Context: an optimization exercise on an open-source flow, tuned for small area and a short achievable clock period. The choices shown serve that exercise and are no tape-out recipe.
Function was checked by simulation only, so behaviour that the tests miss may differ from the original.
Power is estimated from default activity; no workload was simulated.

--- flow/flow/run.sh ---
#!/bin/bash
# Layout: the standard ORFS flow (standard.sh, standard synthesis), with
#  - timing repair aimed at a setup slack of flow/margin ns, so the resizer
#    works on the real critical paths even though the clock period is loose,
#  - port buffers placed by flow/ports.tcl (every port gets its own buffer,
#    a stronger one on the inputs, which each drive 16 gates),
#  - a clock tree without dummy balancing loads and with the buffers in flow/cts.
# standard.log here holds make's output; ORFS's own logs are in orfs/logs.
set -euo pipefail
M=$(cat flow/margin)
CTS_EXTRA=$(cat flow/cts 2>/dev/null || true)
cat >> config.mk <<EOC
export SETUP_SLACK_MARGIN = $M
export DONT_BUFFER_PORTS = 1
export PRE_GLOBAL_PLACE_TCL = $PWD/flow/ports.tcl
export CTS_ARGS = -sink_clustering_enable -repair_clock_nets -dont_use_dummy_load $CTS_EXTRA
EOC
bash standard.sh > standard.log 2>&1
--- flow/flow/cts ---
-buf_list sky130_fd_sc_hd__clkbuf_4 -root_buf sky130_fd_sc_hd__clkbuf_4 -sink_clustering_size 30
--- flow/flow/margin ---
11
--- flow/flow/ports.tcl ---
# Buffer every input and output port (run before global placement).
puts "Perform port buffering (flow/ports.tcl)..."
buffer_ports -inputs -buffer_cell sky130_fd_sc_hd__buf_4
buffer_ports -outputs -buffer_cell sky130_fd_sc_hd__buf_1
--- flow/standard.sh ---
#!/bin/bash
# synth_recipe.tcl (not shown) runs the flow's synth.tcl, then flattens the netlist and writes it again
# the make line also repeats each setting of config.mk as NAME=value (left out here)
make -C /OpenROAD-flow-scripts/flow DESIGN_CONFIG=/design/flow/config.mk WORK_HOME=/design/flow/orfs CLKGATE_MAP_FILE= SYNTH_SCRIPT=/design/flow/synth_recipe.tcl "${@:-finish}"
--- flow/config.mk ---
export PLATFORM = sky130hd
export DESIGN_NAME = mac
export DESIGN_NICKNAME = mac
export VERILOG_FILES = /design/flow/design.v
export SDC_FILE = /design/flow/constraint.sdc
export NUM_CORES = 4
export LEC_CHECK = 0
export CAP_MARGIN = 20
export CORE_MARGIN = 2
export CORE_UTILIZATION = 40
export SLEW_MARGIN = 20
export SYNTH_HIERARCHICAL = 1
export SYNTH_MINIMUM_KEEP_SIZE = 0
export SETUP_SLACK_MARGIN = 11
export DONT_BUFFER_PORTS = 1
export PRE_GLOBAL_PLACE_TCL = /design/flow/flow/ports.tcl
export CTS_ARGS = -sink_clustering_enable -repair_clock_nets -dont_use_dummy_load -buf_list sky130_fd_sc_hd__clkbuf_4 -root_buf sky130_fd_sc_hd__clkbuf_4 -sink_clustering_size 30
--- flow/constraint.sdc ---
create_clock -name core_clock -period 18.0 [get_ports {clk}]
set_input_delay 3.6000 -clock core_clock [delete_from_list [all_inputs] [get_ports {clk}]]
set_output_delay 3.6000 -clock core_clock [all_outputs]
set_load 0.01 [all_outputs]
--- flow/design.v ---
module mac(input clk, input rst, input [15:0] x, input [15:0] y, output [31:0] acc);
reg r0_0;
reg r1_0;
reg r2_0;
reg r3_0;
reg r4_0;
reg r5_0;
reg r6_0;
reg r6_1;
reg r7_0;
reg r7_1;
reg r8_0;
reg r8_1;
reg r9_0;
reg r9_1;
reg r10_0;
reg r10_1;
reg r11_0;
reg r11_1;
reg r12_0;
reg r12_1;
reg r13_0;
reg r13_1;
reg r14_0;
reg r14_1;
reg r15_0;
reg r15_1;
reg r16_0;
reg r16_1;
reg r17_0;
reg r17_1;
reg r18_0;
reg r18_1;
reg r19_0;
reg r19_1;
reg r20_0;
reg r20_1;
reg r21_0;
reg r21_1;
reg r22_0;
reg r22_1;
reg r23_0;
reg r23_1;
reg r24_0;
reg r24_1;
reg r25_0;
reg r25_1;
reg r26_0;
reg r26_1;
reg r27_0;
reg r27_1;
reg r28_0;
reg r28_1;
reg r29_0;
reg r29_1;
reg r30_0;
reg r30_1;
reg r31_0;
reg rci;
wire p1;
wire p2;
wire p3;
wire p4;
wire p5;
wire p6;
wire p7;
wire p8;
wire p9;
wire p10;
wire p11;
wire p12;
wire p13;
wire p14;
wire p15;
wire p16;
wire p17;
wire p18;
wire p19;
wire p20;
wire p21;
wire p22;
wire p23;
wire p24;
wire p25;
wire p26;
wire p27;
wire p28;
wire p29;
wire p30;
wire p31;
wire p32;
wire p33;
wire p34;
wire p35;
wire p36;
wire p37;
wire p38;
wire p39;
wire p40;
wire p41;
wire p42;
wire p43;
wire p44;
wire p45;
wire p46;
wire p47;
wire p48;
wire p49;
wire p50;
wire p51;
wire p52;
wire p53;
wire p54;
wire p55;
wire p56;
wire p57;
wire p58;
wire p59;
wire p60;
wire p61;
wire p62;
wire p63;
wire p64;
wire p65;
wire p66;
wire p67;
wire p68;
wire p69;
wire p70;
wire p71;
wire p72;
wire p73;
wire p74;
wire p75;
wire p76;
wire p77;
wire p78;
wire p79;
wire p80;
wire p81;
wire p82;
wire p83;
wire p84;
wire p85;
wire p86;
wire p87;
wire p88;
wire p89;
wire p90;
wire p91;
wire p92;
wire p93;
wire p94;
wire p95;
wire p96;
wire p97;
wire p98;
wire p99;
wire p100;
wire p101;
wire p102;
wire p103;
wire p104;
wire p105;
wire p106;
wire p107;
wire p108;
wire p109;
wire p110;
wire p111;
wire p112;
wire p113;
wire p114;
wire p115;
wire p116;
wire p117;
wire p118;
wire p119;
wire p120;
wire p121;
wire p122;
wire p123;
wire p124;
wire p125;
wire p126;
wire p127;
wire p128;
wire p129;
wire p130;
wire p131;
wire p132;
wire p133;
wire p134;
wire p135;
wire p136;
wire p137;
wire p138;
wire p139;
wire p140;
wire p141;
wire p142;
wire p143;
wire p144;
wire p145;
wire p146;
wire p147;
wire p148;
wire p149;
wire p150;
wire p151;
wire p152;
wire p153;
wire p154;
wire p155;
wire p156;
wire p157;
wire p158;
wire p159;
wire p160;
wire p161;
wire p162;
wire p163;
wire p164;
wire p165;
wire p166;
wire p167;
wire p168;
wire p169;
wire p170;
wire p171;
wire p172;
wire p173;
wire p174;
wire p175;
wire p176;
wire p177;
wire p178;
wire p179;
wire p180;
wire p181;
wire p182;
wire p183;
wire p184;
wire p185;
wire p186;
wire p187;
wire p188;
wire p189;
wire p190;
wire p191;
wire p192;
wire p193;
wire p194;
wire p195;
wire p196;
wire p197;
wire p198;
wire p199;
wire p200;
wire p201;
wire p202;
wire p203;
wire p204;
wire p205;
wire p206;
wire p207;
wire p208;
wire p209;
wire p210;
wire p211;
wire p212;
wire p213;
wire p214;
wire p215;
wire p216;
wire p217;
wire p218;
wire p219;
wire p220;
wire p221;
wire p222;
wire p223;
wire p224;
wire p225;
wire p226;
wire p227;
wire p228;
wire p229;
wire p230;
wire p231;
wire p232;
wire p233;
wire p234;
wire p235;
wire p236;
wire p237;
wire p238;
wire p239;
wire p240;
wire p241;
wire p242;
wire p243;
wire p244;
wire p245;
wire p246;
wire p247;
wire p248;
wire p249;
wire p250;
wire p251;
wire p252;
wire p253;
wire p254;
wire p255;
wire p256;
wire s257;
wire c258;
wire s259;
wire c260;
wire s261;
wire c262;
wire s263;
wire c264;
wire s265;
wire c266;
wire s267;
wire c268;
wire s269;
wire c270;
wire s271;
wire c272;
wire s273;
wire c274;
wire s275;
wire c276;
wire s277;
wire c278;
wire s279;
wire c280;
wire s281;
wire c282;
wire s283;
wire c284;
wire s285;
wire c286;
wire s287;
wire c288;
wire s289;
wire c290;
wire s291;
wire c292;
wire s293;
wire c294;
wire s295;
wire c296;
wire s297;
wire c298;
wire s299;
wire c300;
wire s301;
wire c302;
wire s303;
wire c304;
wire s305;
wire c306;
wire s307;
wire c308;
wire s309;
wire c310;
wire s311;
wire c312;
wire s313;
wire c314;
wire s315;
wire c316;
wire s317;
wire c318;
wire s319;
wire c320;
wire s321;
wire c322;
wire s323;
wire c324;
wire s325;
wire c326;
wire s327;
wire c328;
wire s329;
wire c330;
wire s331;
wire c332;
wire s333;
wire c334;
wire s335;
wire c336;
wire s337;
wire c338;
wire s339;
wire c340;
wire s341;
wire c342;
wire s343;
wire c344;
wire s345;
wire c346;
wire s347;
wire c348;
wire s349;
wire c350;
wire s351;
wire c352;
wire s353;
wire c354;
wire s355;
wire c356;
wire s357;
wire c358;
wire s359;
wire c360;
wire s361;
wire c362;
wire s363;
wire c364;
wire s365;
wire c366;
wire s367;
wire c368;
wire s369;
wire c370;
wire s371;
wire c372;
wire s373;
wire c374;
wire s375;
wire c376;
wire s377;
wire c378;
wire s379;
wire c380;
wire s381;
wire c382;
wire s383;
wire c384;
wire s385;
wire c386;
wire s387;
wire c388;
wire s389;
wire c390;
wire s391;
wire c392;
wire s393;
wire c394;
wire s395;
wire c396;
wire s397;
wire c398;
wire s399;
wire c400;
wire s401;
wire c402;
wire s403;
wire c404;
wire s405;
wire c406;
wire s407;
wire c408;
wire s409;
wire c410;
wire s411;
wire c412;
wire s413;
wire c414;
wire s415;
wire c416;
wire s417;
wire c418;
wire s419;
wire c420;
wire s421;
wire c422;
wire s423;
wire c424;
wire s425;
wire c426;
wire s427;
wire c428;
wire s429;
wire c430;
wire s431;
wire c432;
wire s433;
wire c434;
wire s435;
wire c436;
wire s437;
wire c438;
wire s439;
wire c440;
wire s441;
wire c442;
wire s443;
wire c444;
wire s445;
wire c446;
wire s447;
wire c448;
wire s449;
wire c450;
wire s451;
wire c452;
wire s453;
wire c454;
wire s455;
wire c456;
wire s457;
wire c458;
wire s459;
wire c460;
wire s461;
wire c462;
wire s463;
wire c464;
wire s465;
wire c466;
wire s467;
wire c468;
wire s469;
wire c470;
wire s471;
wire c472;
wire s473;
wire c474;
wire s475;
wire c476;
wire s477;
wire c478;
wire s479;
wire c480;
wire s481;
wire c482;
wire s483;
wire c484;
wire s485;
wire c486;
wire s487;
wire c488;
wire s489;
wire c490;
wire s491;
wire c492;
wire s493;
wire c494;
wire s495;
wire c496;
wire s497;
wire c498;
wire s499;
wire c500;
wire s501;
wire c502;
wire s503;
wire c504;
wire s505;
wire c506;
wire s507;
wire c508;
wire s509;
wire c510;
wire s511;
wire c512;
wire s513;
wire c514;
wire s515;
wire c516;
wire s517;
wire c518;
wire s519;
wire c520;
wire s521;
wire c522;
wire s523;
wire c524;
wire s525;
wire c526;
wire s527;
wire c528;
wire s529;
wire c530;
wire s531;
wire c532;
wire s533;
wire c534;
wire s535;
wire c536;
wire s537;
wire c538;
wire s539;
wire c540;
wire s541;
wire c542;
wire s543;
wire c544;
wire s545;
wire c546;
wire s547;
wire c548;
wire s549;
wire c550;
wire s551;
wire c552;
wire s553;
wire c554;
wire s555;
wire c556;
wire s557;
wire c558;
wire s559;
wire c560;
wire s561;
wire c562;
wire s563;
wire c564;
wire s565;
wire c566;
wire s567;
wire c568;
wire s569;
wire c570;
wire s571;
wire c572;
wire s573;
wire c574;
wire s575;
wire c576;
wire s577;
wire c578;
wire s579;
wire c580;
wire s581;
wire c582;
wire s583;
wire c584;
wire s585;
wire c586;
wire s587;
wire c588;
wire s589;
wire c590;
wire s591;
wire c592;
wire s593;
wire c594;
wire s595;
wire c596;
wire s597;
wire c598;
wire s599;
wire c600;
wire s601;
wire c602;
wire s603;
wire c604;
wire s605;
wire c606;
wire s607;
wire c608;
wire s609;
wire c610;
wire s611;
wire c612;
wire s613;
wire c614;
wire s615;
wire c616;
wire s617;
wire c618;
wire s619;
wire c620;
wire s621;
wire c622;
wire s623;
wire c624;
wire s625;
wire c626;
wire s627;
wire c628;
wire s629;
wire c630;
wire s631;
wire c632;
wire s633;
wire c634;
wire s635;
wire c636;
wire s637;
wire c638;
wire s639;
wire c640;
wire s641;
wire c642;
wire s643;
wire c644;
wire s645;
wire c646;
wire s647;
wire c648;
wire s649;
wire c650;
wire s651;
wire c652;
wire s653;
wire c654;
wire s655;
wire c656;
wire s657;
wire c658;
wire s659;
wire c660;
wire s661;
wire c662;
wire s663;
wire c664;
wire s665;
wire c666;
wire s667;
wire c668;
wire s669;
wire c670;
wire s671;
wire c672;
wire s673;
wire c674;
wire s675;
wire c676;
wire s677;
wire c678;
wire s679;
wire c680;
wire s681;
wire c682;
wire s683;
wire c684;
wire s685;
wire c686;
wire s687;
wire c688;
wire s689;
wire c690;
wire s691;
wire c692;
wire s693;
wire c694;
wire s695;
wire c696;
wire s697;
wire c698;
wire s699;
wire c700;
wire s701;
wire c702;
wire s703;
wire c704;
wire s705;
wire c706;
wire s707;
wire c708;
wire s709;
wire c710;
wire s711;
wire c712;
wire s713;
wire c714;
wire s715;
wire c716;
wire s717;
wire c718;
wire s719;
wire c720;
wire s721;
wire c722;
wire s723;
wire c724;
wire s725;
wire c726;
wire s727;
wire c728;
wire s729;
wire c730;
wire s731;
wire c732;
wire s733;
wire c734;
wire s735;
wire c736;
wire s737;
wire c738;
wire s739;
wire c740;
wire s741;
wire c742;
wire s743;
wire c744;
wire s745;
wire c746;
wire s747;
wire c748;
wire s749;
wire c750;
wire s751;
wire c752;
wire s753;
wire c754;
wire s755;
wire c756;
wire s757;
wire c758;
wire s759;
wire c760;
wire s761;
wire c762;
wire s763;
wire c764;
wire s765;
wire c766;
wire s767;
wire c768;
wire s769;
wire c770;
wire s771;
wire c772;
wire s773;
wire c774;
wire s775;
wire c776;
wire s777;
wire c778;
wire s779;
wire c780;
wire s781;
wire c782;
wire s783;
wire c784;
wire s785;
wire c786;
wire s787;
wire c788;
wire s789;
wire c790;
wire s791;
wire c792;
wire s793;
wire c794;
wire s795;
wire c796;
wire s797;
wire c798;
wire s799;
wire c800;
wire s801;
wire c802;
wire x803;
wire x804;
wire [15:0] xg = x;
wire r0_0_f = ~r0_0;
wire r1_0_f = ~r1_0;
wire r2_0_f = ~r2_0;
wire r3_0_f = ~r3_0;
wire r4_0_f = ~r4_0;
wire r5_0_f = ~r5_0;
wire r6_0_f = ~r6_0;
wire r6_1_f = ~r6_1;
wire r7_0_f = ~r7_0;
wire r7_1_f = ~r7_1;
wire r8_0_f = ~r8_0;
wire r8_1_f = ~r8_1;
wire r9_0_f = ~r9_0;
wire r9_1_f = ~r9_1;
wire r10_0_f = ~r10_0;
wire r10_1_f = ~r10_1;
wire r11_0_f = ~r11_0;
wire r11_1_f = ~r11_1;
wire r12_0_f = ~r12_0;
wire r12_1_f = ~r12_1;
wire r13_0_f = ~r13_0;
wire r13_1_f = ~r13_1;
wire r14_0_f = ~r14_0;
wire r14_1_f = ~r14_1;
wire r15_0_f = ~r15_0;
wire r15_1_f = ~r15_1;
wire r16_0_f = ~r16_0;
wire r16_1_f = ~r16_1;
wire r17_0_f = ~r17_0;
wire r17_1_f = ~r17_1;
wire r18_0_f = ~r18_0;
wire r18_1_f = ~r18_1;
wire r19_0_f = ~r19_0;
wire r19_1_f = ~r19_1;
wire r20_0_f = ~r20_0;
wire r20_1_f = ~r20_1;
wire r21_0_f = ~r21_0;
wire r21_1_f = ~r21_1;
wire r22_0_f = ~r22_0;
wire r22_1_f = ~r22_1;
wire r23_0_f = ~r23_0;
wire r23_1_f = ~r23_1;
wire r24_0_f = ~r24_0;
wire r24_1_f = ~r24_1;
wire r25_0_f = ~r25_0;
wire r25_1_f = ~r25_1;
wire r26_0_f = ~r26_0;
wire r26_1_f = ~r26_1;
wire r27_0_f = ~r27_0;
wire r27_1_f = ~r27_1;
wire r28_0_f = ~r28_0;
wire r28_1_f = ~r28_1;
wire r29_0_f = ~r29_0;
wire r29_1_f = ~r29_1;
wire r30_0_f = ~r30_0;
wire r30_1_f = ~r30_1;
wire r31_0_f = ~r31_0;
wire rci_f = ~rci;
assign p1 = ~(xg[0] & y[0]);
assign p2 = ~(xg[0] & y[1]);
assign p3 = ~(xg[0] & y[2]);
assign p4 = ~(xg[0] & y[3]);
assign p5 = ~(xg[0] & y[4]);
assign p6 = ~(xg[0] & y[5]);
assign p7 = ~(xg[0] & y[6]);
assign p8 = ~(xg[0] & y[7]);
assign p9 = ~(xg[0] & y[8]);
assign p10 = ~(xg[0] & y[9]);
assign p11 = ~(xg[0] & y[10]);
assign p12 = ~(xg[0] & y[11]);
assign p13 = ~(xg[0] & y[12]);
assign p14 = ~(xg[0] & y[13]);
assign p15 = ~(xg[0] & y[14]);
assign p16 = ~(xg[0] & y[15]);
assign p17 = ~(xg[1] & y[0]);
assign p18 = ~(xg[1] & y[1]);
assign p19 = ~(xg[1] & y[2]);
assign p20 = ~(xg[1] & y[3]);
assign p21 = ~(xg[1] & y[4]);
assign p22 = ~(xg[1] & y[5]);
assign p23 = ~(xg[1] & y[6]);
assign p24 = ~(xg[1] & y[7]);
assign p25 = ~(xg[1] & y[8]);
assign p26 = ~(xg[1] & y[9]);
assign p27 = ~(xg[1] & y[10]);
assign p28 = ~(xg[1] & y[11]);
assign p29 = ~(xg[1] & y[12]);
assign p30 = ~(xg[1] & y[13]);
assign p31 = ~(xg[1] & y[14]);
assign p32 = ~(xg[1] & y[15]);
assign p33 = ~(xg[2] & y[0]);
assign p34 = ~(xg[2] & y[1]);
assign p35 = ~(xg[2] & y[2]);
assign p36 = ~(xg[2] & y[3]);
assign p37 = ~(xg[2] & y[4]);
assign p38 = ~(xg[2] & y[5]);
assign p39 = ~(xg[2] & y[6]);
assign p40 = ~(xg[2] & y[7]);
assign p41 = ~(xg[2] & y[8]);
assign p42 = ~(xg[2] & y[9]);
assign p43 = ~(xg[2] & y[10]);
assign p44 = ~(xg[2] & y[11]);
assign p45 = ~(xg[2] & y[12]);
assign p46 = ~(xg[2] & y[13]);
assign p47 = ~(xg[2] & y[14]);
assign p48 = ~(xg[2] & y[15]);
assign p49 = ~(xg[3] & y[0]);
assign p50 = ~(xg[3] & y[1]);
assign p51 = ~(xg[3] & y[2]);
assign p52 = ~(xg[3] & y[3]);
assign p53 = ~(xg[3] & y[4]);
assign p54 = ~(xg[3] & y[5]);
assign p55 = ~(xg[3] & y[6]);
assign p56 = ~(xg[3] & y[7]);
assign p57 = ~(xg[3] & y[8]);
assign p58 = ~(xg[3] & y[9]);
assign p59 = ~(xg[3] & y[10]);
assign p60 = ~(xg[3] & y[11]);
assign p61 = ~(xg[3] & y[12]);
assign p62 = ~(xg[3] & y[13]);
assign p63 = ~(xg[3] & y[14]);
assign p64 = ~(xg[3] & y[15]);
assign p65 = ~(xg[4] & y[0]);
assign p66 = ~(xg[4] & y[1]);
assign p67 = ~(xg[4] & y[2]);
assign p68 = ~(xg[4] & y[3]);
assign p69 = ~(xg[4] & y[4]);
assign p70 = ~(xg[4] & y[5]);
assign p71 = ~(xg[4] & y[6]);
assign p72 = ~(xg[4] & y[7]);
assign p73 = ~(xg[4] & y[8]);
assign p74 = ~(xg[4] & y[9]);
assign p75 = ~(xg[4] & y[10]);
assign p76 = ~(xg[4] & y[11]);
assign p77 = ~(xg[4] & y[12]);
assign p78 = ~(xg[4] & y[13]);
assign p79 = ~(xg[4] & y[14]);
assign p80 = ~(xg[4] & y[15]);
assign p81 = ~(xg[5] & y[0]);
assign p82 = ~(xg[5] & y[1]);
assign p83 = ~(xg[5] & y[2]);
assign p84 = ~(xg[5] & y[3]);
assign p85 = ~(xg[5] & y[4]);
assign p86 = ~(xg[5] & y[5]);
assign p87 = ~(xg[5] & y[6]);
assign p88 = ~(xg[5] & y[7]);
assign p89 = ~(xg[5] & y[8]);
assign p90 = ~(xg[5] & y[9]);
assign p91 = ~(xg[5] & y[10]);
assign p92 = ~(xg[5] & y[11]);
assign p93 = ~(xg[5] & y[12]);
assign p94 = ~(xg[5] & y[13]);
assign p95 = ~(xg[5] & y[14]);
assign p96 = ~(xg[5] & y[15]);
assign p97 = ~(xg[6] & y[0]);
assign p98 = ~(xg[6] & y[1]);
assign p99 = ~(xg[6] & y[2]);
assign p100 = ~(xg[6] & y[3]);
assign p101 = ~(xg[6] & y[4]);
assign p102 = ~(xg[6] & y[5]);
assign p103 = ~(xg[6] & y[6]);
assign p104 = ~(xg[6] & y[7]);
assign p105 = ~(xg[6] & y[8]);
assign p106 = ~(xg[6] & y[9]);
assign p107 = ~(xg[6] & y[10]);
assign p108 = ~(xg[6] & y[11]);
assign p109 = ~(xg[6] & y[12]);
assign p110 = ~(xg[6] & y[13]);
assign p111 = ~(xg[6] & y[14]);
assign p112 = ~(xg[6] & y[15]);
assign p113 = ~(xg[7] & y[0]);
assign p114 = ~(xg[7] & y[1]);
assign p115 = ~(xg[7] & y[2]);
assign p116 = ~(xg[7] & y[3]);
assign p117 = ~(xg[7] & y[4]);
assign p118 = ~(xg[7] & y[5]);
assign p119 = ~(xg[7] & y[6]);
assign p120 = ~(xg[7] & y[7]);
assign p121 = ~(xg[7] & y[8]);
assign p122 = ~(xg[7] & y[9]);
assign p123 = ~(xg[7] & y[10]);
assign p124 = ~(xg[7] & y[11]);
assign p125 = ~(xg[7] & y[12]);
assign p126 = ~(xg[7] & y[13]);
assign p127 = ~(xg[7] & y[14]);
assign p128 = ~(xg[7] & y[15]);
assign p129 = ~(xg[8] & y[0]);
assign p130 = ~(xg[8] & y[1]);
assign p131 = ~(xg[8] & y[2]);
assign p132 = ~(xg[8] & y[3]);
assign p133 = ~(xg[8] & y[4]);
assign p134 = ~(xg[8] & y[5]);
assign p135 = ~(xg[8] & y[6]);
assign p136 = ~(xg[8] & y[7]);
assign p137 = ~(xg[8] & y[8]);
assign p138 = ~(xg[8] & y[9]);
assign p139 = ~(xg[8] & y[10]);
assign p140 = ~(xg[8] & y[11]);
assign p141 = ~(xg[8] & y[12]);
assign p142 = ~(xg[8] & y[13]);
assign p143 = ~(xg[8] & y[14]);
assign p144 = ~(xg[8] & y[15]);
assign p145 = ~(xg[9] & y[0]);
assign p146 = ~(xg[9] & y[1]);
assign p147 = ~(xg[9] & y[2]);
assign p148 = ~(xg[9] & y[3]);
assign p149 = ~(xg[9] & y[4]);
assign p150 = ~(xg[9] & y[5]);
assign p151 = ~(xg[9] & y[6]);
assign p152 = ~(xg[9] & y[7]);
assign p153 = ~(xg[9] & y[8]);
assign p154 = ~(xg[9] & y[9]);
assign p155 = ~(xg[9] & y[10]);
assign p156 = ~(xg[9] & y[11]);
assign p157 = ~(xg[9] & y[12]);
assign p158 = ~(xg[9] & y[13]);
assign p159 = ~(xg[9] & y[14]);
assign p160 = ~(xg[9] & y[15]);
assign p161 = ~(xg[10] & y[0]);
assign p162 = ~(xg[10] & y[1]);
assign p163 = ~(xg[10] & y[2]);
assign p164 = ~(xg[10] & y[3]);
assign p165 = ~(xg[10] & y[4]);
assign p166 = ~(xg[10] & y[5]);
assign p167 = ~(xg[10] & y[6]);
assign p168 = ~(xg[10] & y[7]);
assign p169 = ~(xg[10] & y[8]);
assign p170 = ~(xg[10] & y[9]);
assign p171 = ~(xg[10] & y[10]);
assign p172 = ~(xg[10] & y[11]);
assign p173 = ~(xg[10] & y[12]);
assign p174 = ~(xg[10] & y[13]);
assign p175 = ~(xg[10] & y[14]);
assign p176 = ~(xg[10] & y[15]);
assign p177 = ~(xg[11] & y[0]);
assign p178 = ~(xg[11] & y[1]);
assign p179 = ~(xg[11] & y[2]);
assign p180 = ~(xg[11] & y[3]);
assign p181 = ~(xg[11] & y[4]);
assign p182 = ~(xg[11] & y[5]);
assign p183 = ~(xg[11] & y[6]);
assign p184 = ~(xg[11] & y[7]);
assign p185 = ~(xg[11] & y[8]);
assign p186 = ~(xg[11] & y[9]);
assign p187 = ~(xg[11] & y[10]);
assign p188 = ~(xg[11] & y[11]);
assign p189 = ~(xg[11] & y[12]);
assign p190 = ~(xg[11] & y[13]);
assign p191 = ~(xg[11] & y[14]);
assign p192 = ~(xg[11] & y[15]);
assign p193 = ~(xg[12] & y[0]);
assign p194 = ~(xg[12] & y[1]);
assign p195 = ~(xg[12] & y[2]);
assign p196 = ~(xg[12] & y[3]);
assign p197 = ~(xg[12] & y[4]);
assign p198 = ~(xg[12] & y[5]);
assign p199 = ~(xg[12] & y[6]);
assign p200 = ~(xg[12] & y[7]);
assign p201 = ~(xg[12] & y[8]);
assign p202 = ~(xg[12] & y[9]);
assign p203 = ~(xg[12] & y[10]);
assign p204 = ~(xg[12] & y[11]);
assign p205 = ~(xg[12] & y[12]);
assign p206 = ~(xg[12] & y[13]);
assign p207 = ~(xg[12] & y[14]);
assign p208 = ~(xg[12] & y[15]);
assign p209 = ~(xg[13] & y[0]);
assign p210 = ~(xg[13] & y[1]);
assign p211 = ~(xg[13] & y[2]);
assign p212 = ~(xg[13] & y[3]);
assign p213 = ~(xg[13] & y[4]);
assign p214 = ~(xg[13] & y[5]);
assign p215 = ~(xg[13] & y[6]);
assign p216 = ~(xg[13] & y[7]);
assign p217 = ~(xg[13] & y[8]);
assign p218 = ~(xg[13] & y[9]);
assign p219 = ~(xg[13] & y[10]);
assign p220 = ~(xg[13] & y[11]);
assign p221 = ~(xg[13] & y[12]);
assign p222 = ~(xg[13] & y[13]);
assign p223 = ~(xg[13] & y[14]);
assign p224 = ~(xg[13] & y[15]);
assign p225 = ~(xg[14] & y[0]);
assign p226 = ~(xg[14] & y[1]);
assign p227 = ~(xg[14] & y[2]);
assign p228 = ~(xg[14] & y[3]);
assign p229 = ~(xg[14] & y[4]);
assign p230 = ~(xg[14] & y[5]);
assign p231 = ~(xg[14] & y[6]);
assign p232 = ~(xg[14] & y[7]);
assign p233 = ~(xg[14] & y[8]);
assign p234 = ~(xg[14] & y[9]);
assign p235 = ~(xg[14] & y[10]);
assign p236 = ~(xg[14] & y[11]);
assign p237 = ~(xg[14] & y[12]);
assign p238 = ~(xg[14] & y[13]);
assign p239 = ~(xg[14] & y[14]);
assign p240 = ~(xg[14] & y[15]);
assign p241 = ~(xg[15] & y[0]);
assign p242 = ~(xg[15] & y[1]);
assign p243 = ~(xg[15] & y[2]);
assign p244 = ~(xg[15] & y[3]);
assign p245 = ~(xg[15] & y[4]);
assign p246 = ~(xg[15] & y[5]);
assign p247 = ~(xg[15] & y[6]);
assign p248 = ~(xg[15] & y[7]);
assign p249 = ~(xg[15] & y[8]);
assign p250 = ~(xg[15] & y[9]);
assign p251 = ~(xg[15] & y[10]);
assign p252 = ~(xg[15] & y[11]);
assign p253 = ~(xg[15] & y[12]);
assign p254 = ~(xg[15] & y[13]);
assign p255 = ~(xg[15] & y[14]);
assign p256 = ~(xg[15] & y[15]);
fa us257 (r0_0_f, p1, 1'b1, s257, c258);
fa us259 (r1_0_f, p17, p2, s259, c260);
fa us261 (c258, s259, 1'b1, s261, c262);
fa us263 (r2_0_f, p18, p3, s263, c264);
fa us265 (p33, c260, s263, s265, c266);
fa us267 (c262, s265, 1'b1, s267, c268);
fa us269 (r3_0_f, p19, p34, s269, c270);
fa us271 (p4, p49, c264, s271, c272);
fa us273 (s269, c266, s271, s273, c274);
fa us275 (c268, s273, 1'b1, s275, c276);
fa us277 (r4_0_f, p20, p35, s277, c278);
fa us279 (p5, p50, p65, s279, c280);
fa us281 (c270, s277, s279, s281, c282);
fa us283 (c272, s281, c274, s283, c284);
fa us285 (c276, s283, 1'b1, s285, c286);
fa us287 (r5_0_f, p21, p36, s287, c288);
fa us289 (p51, p6, p66, s289, c290);
fa us291 (p81, c278, c280, s291, c292);
fa us293 (s287, s289, c282, s293, c294);
fa us295 (s291, s293, c284, s295, c296);
fa us297 (c286, s295, 1'b1, s297, c298);
fa us299 (r6_0_f, r6_1_f, rci_f, s299, c300);
fa us301 (r11_0_f, r11_1_f, 1'b1, s301, c302);
fa us303 (r12_0_f, r12_1_f, p103, s303, c304);
fa us305 (p118, p13, 1'b1, s305, c306);
fa us307 (r13_0_f, r13_1_f, p104, s307, c308);
fa us309 (p119, p134, p14, s309, c310);
fa us311 (p149, p164, 1'b1, s311, c312);
fa us313 (r14_0_f, r14_1_f, p105, s313, c314);
fa us315 (p120, p135, p15, s315, c316);
fa us317 (p150, p165, p180, s317, c318);
fa us319 (p195, p210, 1'b1, s319, c320);
fa us321 (r15_0_f, r15_1_f, p106, s321, c322);
fa us323 (p121, p136, p151, s323, c324);
fa us325 (p16, p166, p181, s325, c326);
fa us327 (p196, p211, p226, s327, c328);
fa us329 (p241, p31, 1'b1, s329, c330);
fa us331 (r16_0_f, r16_1_f, p107, s331, c332);
fa us333 (p122, p137, p152, s333, c334);
fa us335 (p167, p182, p197, s335, c336);
fa us337 (p212, p227, p242, s337, c338);
fa us339 (p32, p47, 1'b1, s339, c340);
fa us341 (r17_0_f, r17_1_f, p108, s341, c342);
fa us343 (p123, p138, p153, s343, c344);
fa us345 (p168, p183, p198, s345, c346);
fa us347 (p213, p228, p243, s347, c348);
fa us349 (r18_0_f, r18_1_f, p109, s349, c350);
fa us351 (p124, p139, p154, s351, c352);
fa us353 (p169, p184, p199, s353, c354);
fa us355 (r19_0_f, r19_1_f, p110, s355, c356);
fa us357 (p125, p140, p155, s357, c358);
fa us359 (r20_0_f, r20_1_f, p111, s359, c360);
fa us361 (s299, p22, p37, s361, c362);
fa us363 (p52, p67, p7, s363, c364);
fa us365 (r7_0_f, r7_1_f, c300, s365, c366);
fa us367 (p113, p23, p38, s367, c368);
fa us369 (r8_0_f, r8_1_f, p114, s369, c370);
fa us371 (p129, p24, p39, s371, c372);
fa us373 (r9_0_f, r9_1_f, p10, s373, c374);
fa us375 (p100, p115, p130, s375, c376);
fa us377 (p145, p25, 1'b1, s377, c378);
fa us379 (r10_0_f, r10_1_f, p101, s379, c380);
fa us381 (p11, p116, p131, s381, c382);
fa us383 (p146, p161, p26, s383, c384);
fa us385 (p41, p56, 1'b1, s385, c386);
fa us387 (s301, p102, p117, s387, c388);
fa us389 (p12, p132, p147, s389, c390);
fa us391 (p162, p177, p27, s391, c392);
fa us393 (p42, p57, p72, s393, c394);
fa us395 (c302, p133, p148, s395, c396);
fa us397 (p163, p178, p193, s397, c398);
fa us399 (p28, p43, p58, s399, c400);
fa us401 (p73, p88, s303, s401, c402);
fa us403 (p179, p194, p209, s403, c404);
fa us405 (p29, p44, p59, s405, c406);
fa us407 (p74, p89, c304, s407, c408);
fa us409 (c306, s307, s309, s409, c410);
fa us411 (p225, p30, p45, s411, c412);
fa us413 (p60, p75, p90, s413, c414);
fa us415 (c308, c310, c312, s415, c416);
fa us417 (s313, s315, s317, s417, c418);
fa us419 (p46, p61, p76, s419, c420);
fa us421 (p91, c314, c316, s421, c422);
fa us423 (c318, c320, s321, s423, c424);
fa us425 (s323, s325, s327, s425, c426);
fa us427 (p62, p77, p92, s427, c428);
fa us429 (c322, c324, c326, s429, c430);
fa us431 (c328, c330, s331, s431, c432);
fa us433 (s333, s335, s337, s433, c434);
fa us435 (p48, p63, p78, s435, c436);
fa us437 (p93, c332, c334, s437, c438);
fa us439 (c336, c338, c340, s439, c440);
fa us441 (s341, s343, s345, s441, c442);
fa us443 (p214, p229, p244, s443, c444);
fa us445 (p64, p79, p94, s445, c446);
fa us447 (c342, c344, c346, s447, c448);
fa us449 (c348, s349, s351, s449, c450);
fa us451 (p170, p185, p200, s451, c452);
fa us453 (p215, p230, p245, s453, c454);
fa us455 (p80, p95, c350, s455, c456);
fa us457 (c352, c354, s355, s457, c458);
fa us459 (p126, p141, p156, s459, c460);
fa us461 (p171, p186, p201, s461, c462);
fa us463 (p216, p231, p246, s463, c464);
fa us465 (p96, c356, c358, s465, c466);
fa us467 (r21_0_f, r21_1_f, p112, s467, c468);
fa us469 (p127, p142, p157, s469, c470);
fa us471 (p172, p187, p202, s471, c472);
fa us473 (p217, p232, p247, s473, c474);
fa us475 (r22_0_f, r22_1_f, p128, s475, c476);
fa us477 (p143, p158, p173, s477, c478);
fa us479 (p188, p203, p218, s479, c480);
fa us481 (r23_0_f, r23_1_f, p144, s481, c482);
fa us483 (p159, p174, p189, s483, c484);
fa us485 (r24_0_f, r24_1_f, p160, s485, c486);
fa us487 (p82, p97, c288, s487, c488);
fa us489 (c290, s361, 1'b1, s489, c490);
fa us491 (s365, p53, p68, s491, c492);
fa us493 (p8, p83, p98, s493, c494);
fa us495 (c362, c364, 1'b1, s495, c496);
fa us497 (c366, p54, p69, s497, c498);
fa us499 (p84, p9, p99, s499, c500);
fa us501 (c368, s369, s371, s501, c502);
fa us503 (p40, p55, p70, s503, c504);
fa us505 (p85, c370, c372, s505, c506);
fa us507 (s373, s375, s377, s507, c508);
fa us509 (p71, p86, c374, s509, c510);
fa us511 (c376, c378, s379, s511, c512);
fa us513 (s381, s383, s385, s513, c514);
fa us515 (p87, c380, c382, s515, c516);
fa us517 (c384, c386, s387, s517, c518);
fa us519 (s389, s391, s393, s519, c520);
fa us521 (c388, c390, c392, s521, c522);
fa us523 (c394, s305, s395, s523, c524);
fa us525 (s397, s399, s401, s525, c526);
fa us527 (c396, c398, c400, s527, c528);
fa us529 (s311, s403, s405, s529, c530);
fa us531 (c402, s407, s409, s531, c532);
fa us533 (c404, c406, s319, s533, c534);
fa us535 (s411, s413, c408, s535, c536);
fa us537 (c410, s415, s417, s537, c538);
fa us539 (c412, c414, s329, s539, c540);
fa us541 (s419, c416, c418, s541, c542);
fa us543 (s421, s423, s425, s543, c544);
fa us545 (c420, s339, s427, s545, c546);
fa us547 (c422, c424, c426, s547, c548);
fa us549 (s429, s431, s433, s549, c550);
fa us551 (c428, s347, s435, s551, c552);
fa us553 (c430, c432, c434, s553, c554);
fa us555 (s437, s439, s441, s555, c556);
fa us557 (c436, s353, s443, s557, c558);
fa us559 (s445, c438, c440, s559, c560);
fa us561 (c442, s447, s449, s561, c562);
fa us563 (c444, c446, s357, s563, c564);
fa us565 (s451, s453, c448, s565, c566);
fa us567 (c450, s455, s457, s567, c568);
fa us569 (c452, c454, s359, s569, c570);
fa us571 (s459, s461, s463, s571, c572);
fa us573 (c456, c458, s465, s573, c574);
fa us575 (c360, c460, c462, s575, c576);
fa us577 (c464, s467, s469, s577, c578);
fa us579 (s471, s473, c466, s579, c580);
fa us581 (p233, p248, c468, s581, c582);
fa us583 (c470, c472, c474, s583, c584);
fa us585 (s475, s477, s479, s585, c586);
fa us587 (p204, p219, p234, s587, c588);
fa us589 (p249, c476, c478, s589, c590);
fa us591 (c480, s481, s483, s591, c592);
fa us593 (p175, p190, p205, s593, c594);
fa us595 (p220, p235, p250, s595, c596);
fa us597 (c482, c484, s485, s597, c598);
fa us599 (r25_0_f, r25_1_f, p176, s599, c600);
fa us601 (p191, p206, p221, s601, c602);
fa us603 (p236, p251, c486, s603, c604);
fa us605 (r26_0_f, r26_1_f, p192, s605, c606);
fa us607 (p207, p222, p237, s607, c608);
fa us609 (r27_0_f, r27_1_f, p208, s609, c610);
fa us611 (s363, c292, s487, s611, c612);
fa us613 (s367, s491, s493, s613, c614);
fa us615 (c488, c490, 1'b1, s615, c616);
fa us617 (c492, c494, s497, s617, c618);
fa us619 (s499, c496, s501, s619, c620);
fa us621 (c498, c500, s503, s621, c622);
fa us623 (c502, s505, s507, s623, c624);
fa us625 (c504, c506, c508, s625, c626);
fa us627 (s509, s511, s513, s627, c628);
fa us629 (c510, c512, c514, s629, c630);
fa us631 (s515, s517, s519, s631, c632);
fa us633 (c516, c518, c520, s633, c634);
fa us635 (s521, s523, s525, s635, c636);
fa us637 (c522, c524, s527, s637, c638);
fa us639 (s529, c526, s531, s639, c640);
fa us641 (c528, c530, s533, s641, c642);
fa us643 (s535, c532, s537, s643, c644);
fa us645 (c534, s539, c536, s645, c646);
fa us647 (c538, s541, s543, s647, c648);
fa us649 (c540, s545, c542, s649, c650);
fa us651 (c544, s547, s549, s651, c652);
fa us653 (c546, s551, c548, s653, c654);
fa us655 (c550, s553, s555, s655, c656);
fa us657 (c552, s557, c554, s657, c658);
fa us659 (s559, c556, s561, s659, c660);
fa us661 (c558, s563, c560, s661, c662);
fa us663 (s565, c562, s567, s663, c664);
fa us665 (c564, s569, s571, s665, c666);
fa us667 (c566, c568, s573, s667, c668);
fa us669 (c570, c572, s575, s669, c670);
fa us671 (s577, c574, s579, s671, c672);
fa us673 (c576, c578, s581, s673, c674);
fa us675 (s583, s585, c580, s675, c676);
fa us677 (s587, c582, c584, s677, c678);
fa us679 (c586, s589, s591, s679, c680);
fa us681 (c588, s593, s595, s681, c682);
fa us683 (c590, c592, s597, s683, c684);
fa us685 (c594, c596, s599, s685, c686);
fa us687 (s601, c598, s603, s687, c688);
fa us689 (p252, c600, c602, s689, c690);
fa us691 (s605, s607, c604, s691, c692);
fa us693 (p223, p238, p253, s693, c694);
fa us695 (c606, c608, s609, s695, c696);
fa us697 (r28_0_f, r28_1_f, p224, s697, c698);
fa us699 (p239, p254, c610, s699, c700);
fa us701 (r29_0_f, r29_1_f, p240, s701, c702);
fa us703 (s489, c294, 1'b1, s703, c704);
fa us705 (s495, s613, c612, s705, c706);
fa us707 (c614, s617, c616, s707, c708);
fa us709 (c618, s621, c620, s709, c710);
fa us711 (c622, c624, s625, s711, c712);
fa us713 (c626, c628, s629, s713, c714);
fa us715 (c630, c632, s633, s715, c716);
fa us717 (c634, s637, c636, s717, c718);
fa us719 (c638, s641, c640, s719, c720);
fa us721 (c642, s645, c644, s721, c722);
fa us723 (c646, s649, c648, s723, c724);
fa us725 (c650, s653, c652, s725, c726);
fa us727 (c654, s657, c656, s727, c728);
fa us729 (c658, s661, c660, s729, c730);
fa us731 (s665, c662, c664, s731, c732);
fa us733 (c666, s669, c668, s733, c734);
fa us735 (c670, s673, c672, s735, c736);
fa us737 (c674, s677, s679, s737, c738);
fa us739 (s681, c678, c680, s739, c740);
fa us741 (c682, s685, c684, s741, c742);
fa us743 (c686, s689, c688, s743, c744);
fa us745 (s693, c690, s695, s745, c746);
fa us747 (c694, s697, c696, s747, c748);
fa us749 (p255, c698, s701, s749, c750);
fa us751 (r30_0_f, r30_1_f, p256, s751, c752);
fa us753 (s611, s703, 1'b1, s753, c754);
fa us755 (s615, c704, s705, s755, c756);
fa us757 (s619, c706, s707, s757, c758);
fa us759 (s623, c708, s709, s759, c760);
fa us761 (s627, c710, s711, s761, c762);
fa us763 (s631, c712, s713, s763, c764);
fa us765 (c714, s715, s635, s765, c766);
fa us767 (c716, s639, s717, s767, c768);
fa us769 (s643, c718, s719, s769, c770);
fa us771 (s647, c720, s721, s771, c772);
fa us773 (s651, c722, s723, s773, c774);
fa us775 (s655, c724, s725, s775, c776);
fa us777 (s659, c726, s727, s777, c778);
fa us779 (s663, c728, s729, s779, c780);
fa us781 (s667, c730, s731, s781, c782);
fa us783 (s671, c732, s733, s783, c784);
fa us785 (s675, c734, s735, s785, c786);
fa us787 (c676, s737, c736, s787, c788);
fa us789 (s683, c738, s739, s789, c790);
fa us791 (s687, c740, s741, s791, c792);
fa us793 (s691, c742, s743, s793, c794);
fa us795 (c692, s745, c744, s795, c796);
fa us797 (s699, c746, s747, s797, c798);
fa us799 (c700, s749, c748, s799, c800);
fa us801 (c702, s751, c750, s801, c802);
assign x803 = ~(r31_0_f ^ c752);
assign x804 = ~(x803 ^ c802);
always @(posedge clk) begin
  r0_0 <= ~(rst | s257);
  r1_0 <= ~(rst | s261);
  r2_0 <= ~(rst | s267);
  r3_0 <= ~(rst | s275);
  r4_0 <= ~(rst | s285);
  r5_0 <= ~(rst | s297);
  r6_0 <= ~(rst | c296);
  r6_1 <= ~(rst | s753);
  r7_0 <= ~(rst | c754);
  r7_1 <= ~(rst | s755);
  r8_0 <= ~(rst | c756);
  r8_1 <= ~(rst | s757);
  r9_0 <= ~(rst | c758);
  r9_1 <= ~(rst | s759);
  r10_0 <= ~(rst | c760);
  r10_1 <= ~(rst | s761);
  r11_0 <= ~(rst | c762);
  r11_1 <= ~(rst | s763);
  r12_0 <= ~(rst | c764);
  r12_1 <= ~(rst | s765);
  r13_0 <= ~(rst | c766);
  r13_1 <= ~(rst | s767);
  r14_0 <= ~(rst | c768);
  r14_1 <= ~(rst | s769);
  r15_0 <= ~(rst | c770);
  r15_1 <= ~(rst | s771);
  r16_0 <= ~(rst | c772);
  r16_1 <= ~(rst | s773);
  r17_0 <= ~(rst | c774);
  r17_1 <= ~(rst | s775);
  r18_0 <= ~(rst | c776);
  r18_1 <= ~(rst | s777);
  r19_0 <= ~(rst | c778);
  r19_1 <= ~(rst | s779);
  r20_0 <= ~(rst | c780);
  r20_1 <= ~(rst | s781);
  r21_0 <= ~(rst | c782);
  r21_1 <= ~(rst | s783);
  r22_0 <= ~(rst | c784);
  r22_1 <= ~(rst | s785);
  r23_0 <= ~(rst | c786);
  r23_1 <= ~(rst | s787);
  r24_0 <= ~(rst | s789);
  r24_1 <= ~(rst | c788);
  r25_0 <= ~(rst | c790);
  r25_1 <= ~(rst | s791);
  r26_0 <= ~(rst | c792);
  r26_1 <= ~(rst | s793);
  r27_0 <= ~(rst | c794);
  r27_1 <= ~(rst | s795);
  r28_0 <= ~(rst | s797);
  r28_1 <= ~(rst | c796);
  r29_0 <= ~(rst | c798);
  r29_1 <= ~(rst | s799);
  r30_0 <= ~(rst | s801);
  r30_1 <= ~(rst | c800);
  r31_0 <= ~(rst | x804);
  rci <= ~(rst | c298);
end
assign acc[0] = r0_0;
assign acc[1] = r1_0;
assign acc[2] = r2_0;
assign acc[3] = r3_0;
assign acc[4] = r4_0;
assign acc[5] = r5_0;
wire [25:0] ra = {r31_0, r30_0, r29_0, r28_0, r27_0, r26_0, r25_0, r24_0, r23_0, r22_0, r21_0, r20_0, r19_0, r18_0, r17_0, r16_0, r15_0, r14_0, r13_0, r12_0, r11_0, r10_0, r9_0, r8_0, r7_0, r6_0};
wire [25:0] rb = {1'b0, r30_1, r29_1, r28_1, r27_1, r26_1, r25_1, r24_1, r23_1, r22_1, r21_1, r20_1, r19_1, r18_1, r17_1, r16_1, r15_1, r14_1, r13_1, r12_1, r11_1, r10_1, r9_1, r8_1, r7_1, r6_1};
addn u_add (ra, rb, rci, acc[31:6]);
endmodule
module addn(input [25:0] a, input [25:0] b, input ci, output [25:0] s);
wire [25:0] g, p, c;
pgen u_pg (a, b, g, p);
pfx u_pfx (g, p, ci, c);
assign s = p ^ c;
endmodule
module pgen(input [25:0] a, input [25:0] b, output [25:0] g, output [25:0] p);
assign g = a & b;
assign p = a ^ b;
endmodule
module pfx(input [25:0] g, input [25:0] p, input ci, output [25:0] c);
wire gc0 = g[0] | (p[0] & ci);
wire G1 = g[1] | (p[1] & gc0);
wire G2 = g[3] | (p[3] & g[2]);
wire P2 = p[3] & p[2];
wire G3 = g[5] | (p[5] & g[4]);
wire P3 = p[5] & p[4];
wire G4 = g[7] | (p[7] & g[6]);
wire P4 = p[7] & p[6];
wire G5 = g[9] | (p[9] & g[8]);
wire P5 = p[9] & p[8];
wire G6 = g[11] | (p[11] & g[10]);
wire P6 = p[11] & p[10];
wire G7 = g[13] | (p[13] & g[12]);
wire P7 = p[13] & p[12];
wire G8 = g[15] | (p[15] & g[14]);
wire P8 = p[15] & p[14];
wire G9 = g[17] | (p[17] & g[16]);
wire P9 = p[17] & p[16];
wire G10 = g[19] | (p[19] & g[18]);
wire P10 = p[19] & p[18];
wire G11 = g[21] | (p[21] & g[20]);
wire P11 = p[21] & p[20];
wire G12 = g[23] | (p[23] & g[22]);
wire P12 = p[23] & p[22];
wire G13 = g[25] | (p[25] & g[24]);
wire P13 = p[25] & p[24];
wire G14 = g[2] | (p[2] & G1);
wire G15 = G2 | (P2 & G1);
wire G16 = g[6] | (p[6] & G3);
wire P16 = p[6] & P3;
wire G17 = G4 | (P4 & G3);
wire P17 = P4 & P3;
wire G18 = g[10] | (p[10] & G5);
wire P18 = p[10] & P5;
wire G19 = G6 | (P6 & G5);
wire P19 = P6 & P5;
wire G20 = g[14] | (p[14] & G7);
wire P20 = p[14] & P7;
wire G21 = G8 | (P8 & G7);
wire P21 = P8 & P7;
wire G22 = g[18] | (p[18] & G9);
wire P22 = p[18] & P9;
wire G23 = G10 | (P10 & G9);
wire P23 = P10 & P9;
wire G24 = g[22] | (p[22] & G11);
wire P24 = p[22] & P11;
wire G25 = G12 | (P12 & G11);
wire P25 = P12 & P11;
wire G26 = g[4] | (p[4] & G15);
wire G27 = G3 | (P3 & G15);
wire G28 = G16 | (P16 & G15);
wire G29 = G17 | (P17 & G15);
wire G30 = g[12] | (p[12] & G19);
wire P30 = p[12] & P19;
wire G31 = G7 | (P7 & G19);
wire P31 = P7 & P19;
wire G32 = G20 | (P20 & G19);
wire P32 = P20 & P19;
wire G33 = G21 | (P21 & G19);
wire P33 = P21 & P19;
wire G34 = g[20] | (p[20] & G23);
wire P34 = p[20] & P23;
wire G35 = G11 | (P11 & G23);
wire P35 = P11 & P23;
wire G36 = G24 | (P24 & G23);
wire P36 = P24 & P23;
wire G37 = G25 | (P25 & G23);
wire P37 = P25 & P23;
wire G38 = g[8] | (p[8] & G29);
wire G39 = G5 | (P5 & G29);
wire G40 = G18 | (P18 & G29);
wire G41 = G19 | (P19 & G29);
wire G42 = G30 | (P30 & G29);
wire G43 = G31 | (P31 & G29);
wire G44 = G32 | (P32 & G29);
wire G45 = G33 | (P33 & G29);
wire G46 = g[24] | (p[24] & G37);
wire P46 = p[24] & P37;
wire G47 = G13 | (P13 & G37);
wire P47 = P13 & P37;
wire G48 = g[16] | (p[16] & G45);
wire G49 = G9 | (P9 & G45);
wire G50 = G22 | (P22 & G45);
wire G51 = G23 | (P23 & G45);
wire G52 = G34 | (P34 & G45);
wire G53 = G35 | (P35 & G45);
wire G54 = G36 | (P36 & G45);
wire G55 = G37 | (P37 & G45);
wire G56 = G46 | (P46 & G45);
wire G57 = G47 | (P47 & G45);
assign c[0] = ci;
assign c[1] = gc0;
assign c[2] = G1;
assign c[3] = G14;
assign c[4] = G15;
assign c[5] = G26;
assign c[6] = G27;
assign c[7] = G28;
assign c[8] = G29;
assign c[9] = G38;
assign c[10] = G39;
assign c[11] = G40;
assign c[12] = G41;
assign c[13] = G42;
assign c[14] = G43;
assign c[15] = G44;
assign c[16] = G45;
assign c[17] = G48;
assign c[18] = G49;
assign c[19] = G50;
assign c[20] = G51;
assign c[21] = G52;
assign c[22] = G53;
assign c[23] = G54;
assign c[24] = G55;
assign c[25] = G56;
endmodule
module fa(input a, input b, input c, output s, output co);
assign s = a ^ b ^ c;
assign co = (a & b) | (a & c) | (b & c);
endmodule
==> impl_metrics.xml, run 1 <==
<?xml version="1.0" encoding="UTF-8"?>
<metrics>
  <group name="synth">
    <metric name="number_of_enable_flip_flop_cells_after_synthesis" unit="">0</metric>
    <metric name="yosysUniqueCellTypes" unit="">34</metric>
    <metric name="asyncSetResetFlopFracSynth" unit="%">0</metric>
    <metric name="synthesis.yosys.warnings" unit="">7</metric>
    <metric name="yosys_register_bits" unit="">58</metric>
    <metric name="largest_cells_by_area_after_synthesis" unit="">fa_1 (57%), dfxtp_1 (12%), nand2_1 (10%), ha_1 (3.4%), buf_4 (2.6%)</metric>
    <metric name="seq_total_area_yosys" unit="%">12.1</metric>
    <metric name="synth.largest_area_cell" unit="">fa_1</metric>
    <metric name="synth_ff_type" unit="">dfxtp_1</metric>
    <metric name="mappedNetlistArea" unit="sq um">9630</metric>
    <metric name="synth_cells" unit="">923</metric>
    <metric name="synth_top_cell_area_share" unit="%">56.7</metric>
    <metric name="syn_avg_cell_area" unit="sq um">10.4</metric>
  </group>
  <group name="clock_network">
    <metric name="tritoncts" unit="">done</metric>
    <metric name="cts-buffers-inserted" unit="">9</metric>
    <metric name="clkSinkCount" unit="">58</metric>
    <metric name="post_cts_buffers" unit="">0</metric>
    <metric name="cts.path.max_buffers" unit="">2</metric>
    <metric name="clock_network_latency_to_the_later_pin_of_the_worst_skew_pair" unit="ns">0.46</metric>
    <metric name="worst_setup_hold_path_clk_slew" unit="ns">0.12</metric>
    <metric name="root_buffer" unit="">clkbuf_4</metric>
    <metric name="cts.htree.levels" unit="">3</metric>
  </group>
  <group name="worst_setup_path">
    <metric name="critical_path_class" unit="">reg2out</metric>
    <metric name="timing.critical_path.to_type" unit="">output pin</metric>
    <metric name="timing.critical_path.fanout_max" unit="">4</metric>
    <metric name="critPathRequiredTime" unit="ns">14.40</metric>
    <metric name="cp-start-kind" unit="">register</metric>
    <metric name="worst_ep_arrival_time" unit="ns">3.22</metric>
  </group>
  <group name="route">
    <metric name="route.vias.total" unit="">5928</metric>
    <metric name="route.detailed.drc" unit="">0</metric>
    <metric name="drtPass1Iterations" unit="">5</metric>
    <metric name="routedWlPerCell" unit="um">19.3</metric>
    <metric name="avgViaCountPerCell" unit="">5.07</metric>
    <metric name="ant_nets" unit="">0</metric>
    <metric name="drt_first_iter_violations" unit="">351</metric>
    <metric name="drt_wl_total" unit="um">22600</metric>
  </group>
  <group name="power_and_ir_drop">
    <metric name="internal_power" unit="uW">815</metric>
    <metric name="power.density" unit="nW/um^2">167</metric>
    <metric name="total_leakage_power" unit="uW">0.00367</metric>
    <metric name="switchingPower" unit="uW">781</metric>
    <metric name="ir_worst_vdd" unit="mV">0.0967</metric>
    <metric name="power.share.sequential" unit="%">14.2</metric>
    <metric name="p_total" unit="uW">1600</metric>
    <metric name="power.share.switching" unit="%">48.9</metric>
    <metric name="p_clk_share" unit="%">4.6</metric>
    <metric name="combinationalPowerShare" unit="%">81.3</metric>
  </group>
  <group name="floorplanning">
    <metric name="fp.dieH" unit="um">159</metric>
    <metric name="dieArea" unit="sq um">25300</metric>
    <metric name="row_count" unit="">56</metric>
    <metric name="core_area" unit="sq um">23500</metric>
    <metric name="dieWidth" unit="um">159</metric>
    <metric name="initial_core_util" unit="%">40.9</metric>
    <metric name="io-pin-count" unit="">66</metric>
  </group>
  <group name="cells_and_area">
    <metric name="layout-drive-gt1-share" unit="%">1.65</metric>
    <metric name="flow.area_growth_from_synthesis" unit="%">-0.637</metric>
    <metric name="design.final.nets" unit="">1183</metric>
    <metric name="layout.cells.non_filler" unit="">1169</metric>
  </group>
  <group name="timing">
    <metric name="max_slew_margin" unit="%">57.2</metric>
    <metric name="max_freq" unit="MHz">147</metric>
    <metric name="final.hold.worst_slack" unit="ns">0.645</metric>
    <metric name="fin_setup_tns" unit="ns">0</metric>
    <metric name="slew_viol_final" unit="">0</metric>
    <metric name="period_share" unit="%">37.9</metric>
    <metric name="report.final.hold_viol_count" unit="">0</metric>
    <metric name="setup_repair_after_global_routing_missed_its_margin" unit="">false</metric>
    <metric name="timing_worst_slew_pin_value" unit="ns">0.636</metric>
    <metric name="final-setup-viol-count" unit="">0</metric>
    <metric name="finalClockSkew" unit="ns">0.0342</metric>
    <metric name="tmin_final" unit="ns">6.82</metric>
  </group>
  <group name="worst_hold_path">
    <metric name="timing.hold.worst.class" unit="">reg2reg</metric>
  </group>
  <group name="placement">
    <metric name="dpl.cell_count" unit="">1158</metric>
    <metric name="routabilityCongestion" unit="">0.840</metric>
    <metric name="dpl.hpwl" unit="um">18000</metric>
    <metric name="portBuffers" unit="">32</metric>
  </group>
  <group name="grt">
    <metric name="wire_length_of_the_first_global_routing_pass" unit="um">38600</metric>
    <metric name="antenna_found_initial" unit="">1</metric>
    <metric name="pin_count_of_the_biggest_net_entering_global_routing" unit="">59</metric>
    <metric name="global_route_overflow" unit="">0</metric>
    <metric name="groute.usage.overall" unit="%">19.8</metric>
    <metric name="grt_pass1_vias" unit="">6979</metric>
  </group>
  <group name="run">
    <metric name="maxCapViolations" unit="">0</metric>
  </group>
  <group name="status">
    <metric name="result_of_the_run" unit="">complete, no violations</metric>
  </group>
</metrics>
[synthesized netlist by cell type, types with 2 or more instances]
master and number:
ha_1 26, conb_1 2, nand2_1 261, a21o_1 20, fa_1 273, nand2b_1 2
buf_6 2, xor2_1 26, a21oi_1 8, buf_2 35, nand4_1 5, o21ai_0 3
nor2_1 59, dfxtp_1 58, o21a_1 2, inv_1 59, clkbuf_2 32, buf_4 33
a31o_1 2
[Yosys stat by module, one instance, submodules excluded]
module / flip-flops and latches / cells inside / times used / cell area [sq um]
mac: 58 / 508 / 1 / 2990
pfx: 0 / 90 / 1 / 619
pgen: 0 / 26 / 1 / 325
addn: 0 / 26 / 1 / 228
fa: 0 / 1 / 273 / 20.0
[timing repair]
item	CTS	global route
gates resized for setup	1	0
endpoints found under the setup margin	2	0
endpoints found under the hold margin	0	0
hold buffers	0	0
[power groups by stage]
stage / Combinational [uW] / Sequential, uW / Clock [uW]
floorplan: 1090 / 217 / 0
global placement: 1320 / 229 / 0
detailed placement: 1330 / 229 / 0
CTS: 1340 / 227 / 77.3
global route: 1560 / 232 / 82.1
finish: 1300 / 226 / 73.0
[path summary, 6_finish.rpt]
| check | endpoint | start | depth (start not counted) | slack (ns) |
|---|---|---|---|---|
| setup reg to reg | r12_1$_DFF_P_ | r11_0$_DFF_P_ | 8 | 14.43 |
| hold reg to reg | r31_0$_DFF_P_ | r31_0$_DFF_P_ | 2 | 0.64 |
| hold / removal | r31_0$_DFF_P_ | r31_0$_DFF_P_ | 2 | 0.64 |
| setup / recovery | acc[31] | r11_0$_DFF_P_ | 8 | 11.18 |
[critical path, stage by stage, from the launching register on]
cell and delay (ns):
dfxtp_1 0.34, ha_1 0.35, a21oi_1 0.18, o21a_1 0.21, o22ai_1 0.18, nor4_1 0.63
o21ai_1 0.30, o31a_1 0.31, xor2_1 0.25
[placed cells by master, fill, tap and decap left out]
| cell | instances |
|---|---|
| o21ai_0 | 3 |
| ha_1 | 26 |
| a21o_1 | 20 |
| xor2_1 | 26 |
| xnor3_1 | 1 |
| o31a_1 | 1 |
| nand4_1 | 5 |
| or2_1 | 1 |
| dfxtp_1 | 58 |
| diode_2 | 2 |
| a41o_1 | 1 |
| nor2_1 | 59 |
| a31o_1 | 2 |
| a211oi_2 | 1 |
| o21bai_1 | 1 |
| nand2_1 | 261 |
| a31o_2 | 1 |
| a21oi_2 | 1 |
| fa_1 | 273 |
| inv_1 | 59 |
| o21a_2 | 1 |
| clkbuf_4 | 9 |
| o22a_1 | 1 |
| or3_4 | 1 |
| a21oi_1 | 8 |
| a32oi_1 | 1 |
| nand2b_1 | 2 |
| o21a_1 | 2 |
| o21ai_1 | 1 |
| conb_1 | 20 |
| o22ai_1 | 1 |
| nor4_1 | 1 |
[kinds of logic (layout without fill, tap and decap cells)]
logic type	after synthesis	in the layout	share of synthesized area, %
AO/OA/AOI/OAI	46	46	3.39
buffers and inverters	161	68	8.59
flip-flops	58	58	12.1
AND/OR/NAND/NOR	330	330	13.2
XOR/XNOR	27	27	2.60
other	2	22	0.0780
adder cells (fa/ha/maj)	299	299	60.1
[area by class of cell]
class	count	area [sq um]
fill	2367	14000
tap	319	399
multi-input combinational	722	7720
clock buffer	9	67.6
inverter	59	221
sequential	58	1160
antenna	2	5.00
[metrics by stage]
stage | utilization (%) | setup WS [ns] | instance area, sq um
3_5_place_dp | 40.3 | 11.31 | 9490
2_1_floorplan | - | 11.04 | 9700
6_report | 40.7 | 11.18 | 9570
3_3_place_gp | 40.3 | 11.33 | 9490
5_1_grt | 40.7 | 11.03 | 9570
4_1_cts | 40.6 | 11.07 | 9570
[metal layers]
| metal | track usage (%) | wire, um |
|---|---|---|
| met1 | 26.0 | 9590 |
| met2 | 33.3 | 11300 |
| met3 | 3.86 | 1180 |
| met4 | 6.45 | 585 |
| met5 | 0 | 0 |
==> inputs of run 2 (changes only) <==
==> flow/flow/run.sh (replaced) <==
#!/bin/bash
# Layout: the standard ORFS flow (standard.sh, standard synthesis), with
#  - timing repair aimed at a setup slack of flow/margin ns, so the resizer
#    works on the real critical paths even though the clock period is loose
#    (no gate cloning, so each port keeps exactly one buffer),
#  - the standard port buffering (every port gets its own buffer), with the
#    buffer cell in flow/portbuf,
#  - a clock tree without dummy balancing loads, extra CTS options in flow/cts.
# standard.log here holds make's output; ORFS's own logs are in orfs/logs.
set -euo pipefail
M=$(cat flow/margin)
PB=$(cat flow/portbuf)
CTS_EXTRA=$(cat flow/cts 2>/dev/null || true)
cat >> config.mk <<EOC
export SETUP_SLACK_MARGIN = $M
export SKIP_GATE_CLONING = 1
export BUFFER_PORTS_ARGS = -buffer_cell $PB
export CTS_ARGS = -sink_clustering_enable -repair_clock_nets -dont_use_dummy_load $CTS_EXTRA
EOC
bash standard.sh > standard.log 2>&1
==> flow/flow/cts (replaced) <==

==> flow/flow/margin (replaced) <==
11.5
==> flow/flow/portbuf (new file) <==
sky130_fd_sc_hd__buf_2
==> flow/config.mk (replaced) <==
export PLATFORM = sky130hd
export DESIGN_NAME = mac
export DESIGN_NICKNAME = mac
export VERILOG_FILES = /design/flow/design.v
export SDC_FILE = /design/flow/constraint.sdc
export NUM_CORES = 4
export LEC_CHECK = 0
export CAP_MARGIN = 20
export CORE_MARGIN = 2
export CORE_UTILIZATION = 40
export SLEW_MARGIN = 20
export SYNTH_HIERARCHICAL = 1
export SYNTH_MINIMUM_KEEP_SIZE = 0
export SETUP_SLACK_MARGIN = 11.5
export SKIP_GATE_CLONING = 1
export BUFFER_PORTS_ARGS = -buffer_cell sky130_fd_sc_hd__buf_2
export CTS_ARGS = -sink_clustering_enable -repair_clock_nets -dont_use_dummy_load 
removed: flow/flow/ports.tcl
==> impl_metrics.xml, run 2 <==
<?xml version="1.0" encoding="UTF-8"?>
<metrics>
  <group name="timing">
    <metric name="max_slew_margin" unit="%">56.6</metric>
    <metric name="period_share" unit="%">36.3</metric>
    <metric name="timing_worst_slew_pin_value" unit="ns">0.651</metric>
    <metric name="slew_viol_final" unit="">0</metric>
    <metric name="tmin_final" unit="ns">6.54</metric>
    <metric name="finalClockSkew" unit="ns">0.00971</metric>
    <metric name="fin_setup_tns" unit="ns">0</metric>
  </group>
  <group name="cells_and_area">
    <metric name="layout-drive-gt1-share" unit="%">21.5</metric>
    <metric name="fillerInstances" unit="">2192</metric>
    <metric name="mostFrequentLayoutCell" unit="">nand2_1</metric>
    <metric name="layout.cells.non_filler" unit="">1267</metric>
    <metric name="most-common-layout-cells" unit="">nand2_1 (242), fa_1 (212), fa_2 (61)</metric>
  </group>
  <group name="grt">
    <metric name="groute.usage.overall" unit="%">20.7</metric>
    <metric name="grt_pass1_vias" unit="">7211</metric>
    <metric name="pin_count_of_the_biggest_net_entering_global_routing" unit="">59</metric>
    <metric name="global_route_overflow" unit="">0</metric>
    <metric name="wire_length_of_the_first_global_routing_pass" unit="um">39600</metric>
  </group>
  <group name="power_and_ir_drop">
    <metric name="ir_worst_vdd" unit="mV">0.0812</metric>
  </group>
  <group name="worst_hold_path">
    <metric name="timing.hold.worst.class" unit="">reg2reg</metric>
  </group>
  <group name="synth">
    <metric name="syn_avg_cell_area" unit="sq um">10.4</metric>
    <metric name="synth_top_cell_area_share" unit="%">56.7</metric>
    <metric name="mappedNetlistArea" unit="sq um">9630</metric>
    <metric name="synth_commonest_cells" unit="">fa_1 (273), nand2_1 (261), inv_1 (59), nor2_1 (59), dfxtp_1 (58)</metric>
    <metric name="yosys_register_bits" unit="">58</metric>
    <metric name="synth.largest_area_cell" unit="">fa_1</metric>
  </group>
  <group name="clock_network">
    <metric name="root_buffer" unit="">clkbuf_16</metric>
    <metric name="clock_network_latency_to_the_later_pin_of_the_worst_skew_pair" unit="ns">0.35</metric>
    <metric name="cts.path.max_buffers" unit="">2</metric>
    <metric name="cts.htree.levels" unit="">3</metric>
    <metric name="clkSinkCount" unit="">58</metric>
    <metric name="cts.hold.buffers_added" unit="">0</metric>
  </group>
  <group name="worst_setup_path">
    <metric name="timing.critical_path.to_type" unit="">register</metric>
    <metric name="timing.critical_path.fanout_max" unit="">16</metric>
    <metric name="critPathRequiredTime" unit="ns">18.20</metric>
    <metric name="critical_path_class" unit="">in2reg</metric>
    <metric name="worst_ep_arrival_time" unit="ns">6.74</metric>
  </group>
  <group name="floorplanning">
    <metric name="io-pin-count" unit="">66</metric>
    <metric name="dieWidth" unit="um">159</metric>
    <metric name="dieArea" unit="sq um">25300</metric>
  </group>
  <group name="route">
    <metric name="routedWlPerCell" unit="um">19.4</metric>
    <metric name="drt_first_iter_violations" unit="">351</metric>
    <metric name="drtPass1Iterations" unit="">7</metric>
    <metric name="avgViaCountPerCell" unit="">5.04</metric>
    <metric name="drt_wl_total" unit="um">24600</metric>
  </group>
  <group name="placement">
    <metric name="dpl.hpwl" unit="um">18600</metric>
    <metric name="routabilityCongestion" unit="">0.860</metric>
    <metric name="post-place-ws" unit="ns">10.81</metric>
    <metric name="placedInstanceArea" unit="sq um">9970</metric>
  </group>
  <group name="status">
    <metric name="result_of_the_run" unit="">complete, no violations</metric>
  </group>
</metrics>
run 2: cell types whose count changed in the layout (fill, tap and decap cells not counted), sizes merged:
cell | previous run | this run
buf | 0 | 97
clkbuf | 9 | 11
diode | 2 | 1
run 2: cells by family (layout without fill, tap and decap cells):
logic type	after synthesis	count (layout)	share of synthesized area [%]
simple gates	330	330	13.2
fa+ha+maj	299	299	60.1
buf+inv	161	167	8.59
flops	58	58	12.1
compound gates	46	46	3.39
xor+xnor	27	27	2.60
other cells	2	21	0.0780
run 2: Yosys stat by module (local to each module, per instance):
module / cells inside / copies in the design / area (sq um) / flip-flops and latches
mac: 508 / 1 / 2990 / 58
pfx: 90 / 1 / 619 / 0
pgen: 26 / 1 / 325 / 0
addn: 26 / 1 / 228 / 0
fa: 1 / 273 / 20.0 / 0
run 2: final timing paths:
check | from | endpoint | slack (ns) | depth (start not counted)
hold / removal | r0_0$_DFF_P_ | r0_0$_DFF_P_ | 0.63 | 3
hold reg to reg | r0_0$_DFF_P_ | r0_0$_DFF_P_ | 0.63 | 3
setup reg to reg | r11_0$_DFF_P_ | r13_1$_DFF_P_ | 14.38 | 8
setup / recovery | x[13] | r17_1$_DFF_P_ | 11.46 | 9
run 2: metrics by stage:
step	total power (uW)	util (%)
2_1_floorplan	1360	-
3_3_place_gp	1670	42.3
3_5_place_dp	1700	42.3
4_1_cts	1890	46.3
5_1_grt	2130	47.2
6_report	1880	47.2
run 2: final cells by class:
type	instances	area (sq um)	area share, %
timing repair buffer	99	1050	9.43
clock buffer	9	225	2.03
tap	319	399	3.59
multi-input combinational	722	8050	72.5
sequential	58	1160	10.5
antenna	1	2.50	0.0225
inverter	59	221	1.99
run 2: per-layer routing:
metal	up-vias	routed length, um	global-route usage [%]
met1	3384	10100	26.4
li1	2747	-	-
met5	-	0	0
met4	0	791	7.60
met3	49	1250	4.01
met2	211	12500	35.2
run 2: worst max-delay path, cell delays in order:
cell     delay [ns]
buf_12         0.13
nand2_2        0.08
fa_1           0.53
fa_2           0.58
fa_2           0.45
fa_2           0.35
fa_1           0.47
fa_1           0.50
nor2_1         0.04
run 2: power by group:
group	total (uW)	switching [uW]	internal, uW
clock	146	58.3	87.2
sequential	227	31.8	195
combinational	1510	784	724
total	1880	874	1010
run 2: repair_timing:
item	4_1_cts	5_1_grt
endpoints found under the setup margin	27	12
gates resized for setup	121	36
setup buffers	30	4
pin swaps	7	12

re-timing with driven ports:
How much do the figures lean on ideal ports? The routed layouts below were timed once more, with nothing changed but the port constraints. Step 1 assumes that a clkbuf_16 drives the clock port and a buf_2 every other input. Step 2 also shifts input and output timing later by t, the mid clock arrival at the registers, as if the neighbouring blocks saw the same clock. Three values: ideal, step 1, step 2; two values: the first two.
run	shift t [ns]	setup WS [ns]	hold WS [ns]
run 1	0.485	11.181 / 11.137 / 10.896	0.645 / 0.645 / 0.645
run 2	0.389	11.461 / 11.435 / 11.046	0.631 / 0.631 / 0.631
After both steps setup and hold are still met in every run listed. The setup slack of run 2, which loses most, moves by -0.026 ns with the drivers and by -0.415 ns with both steps.
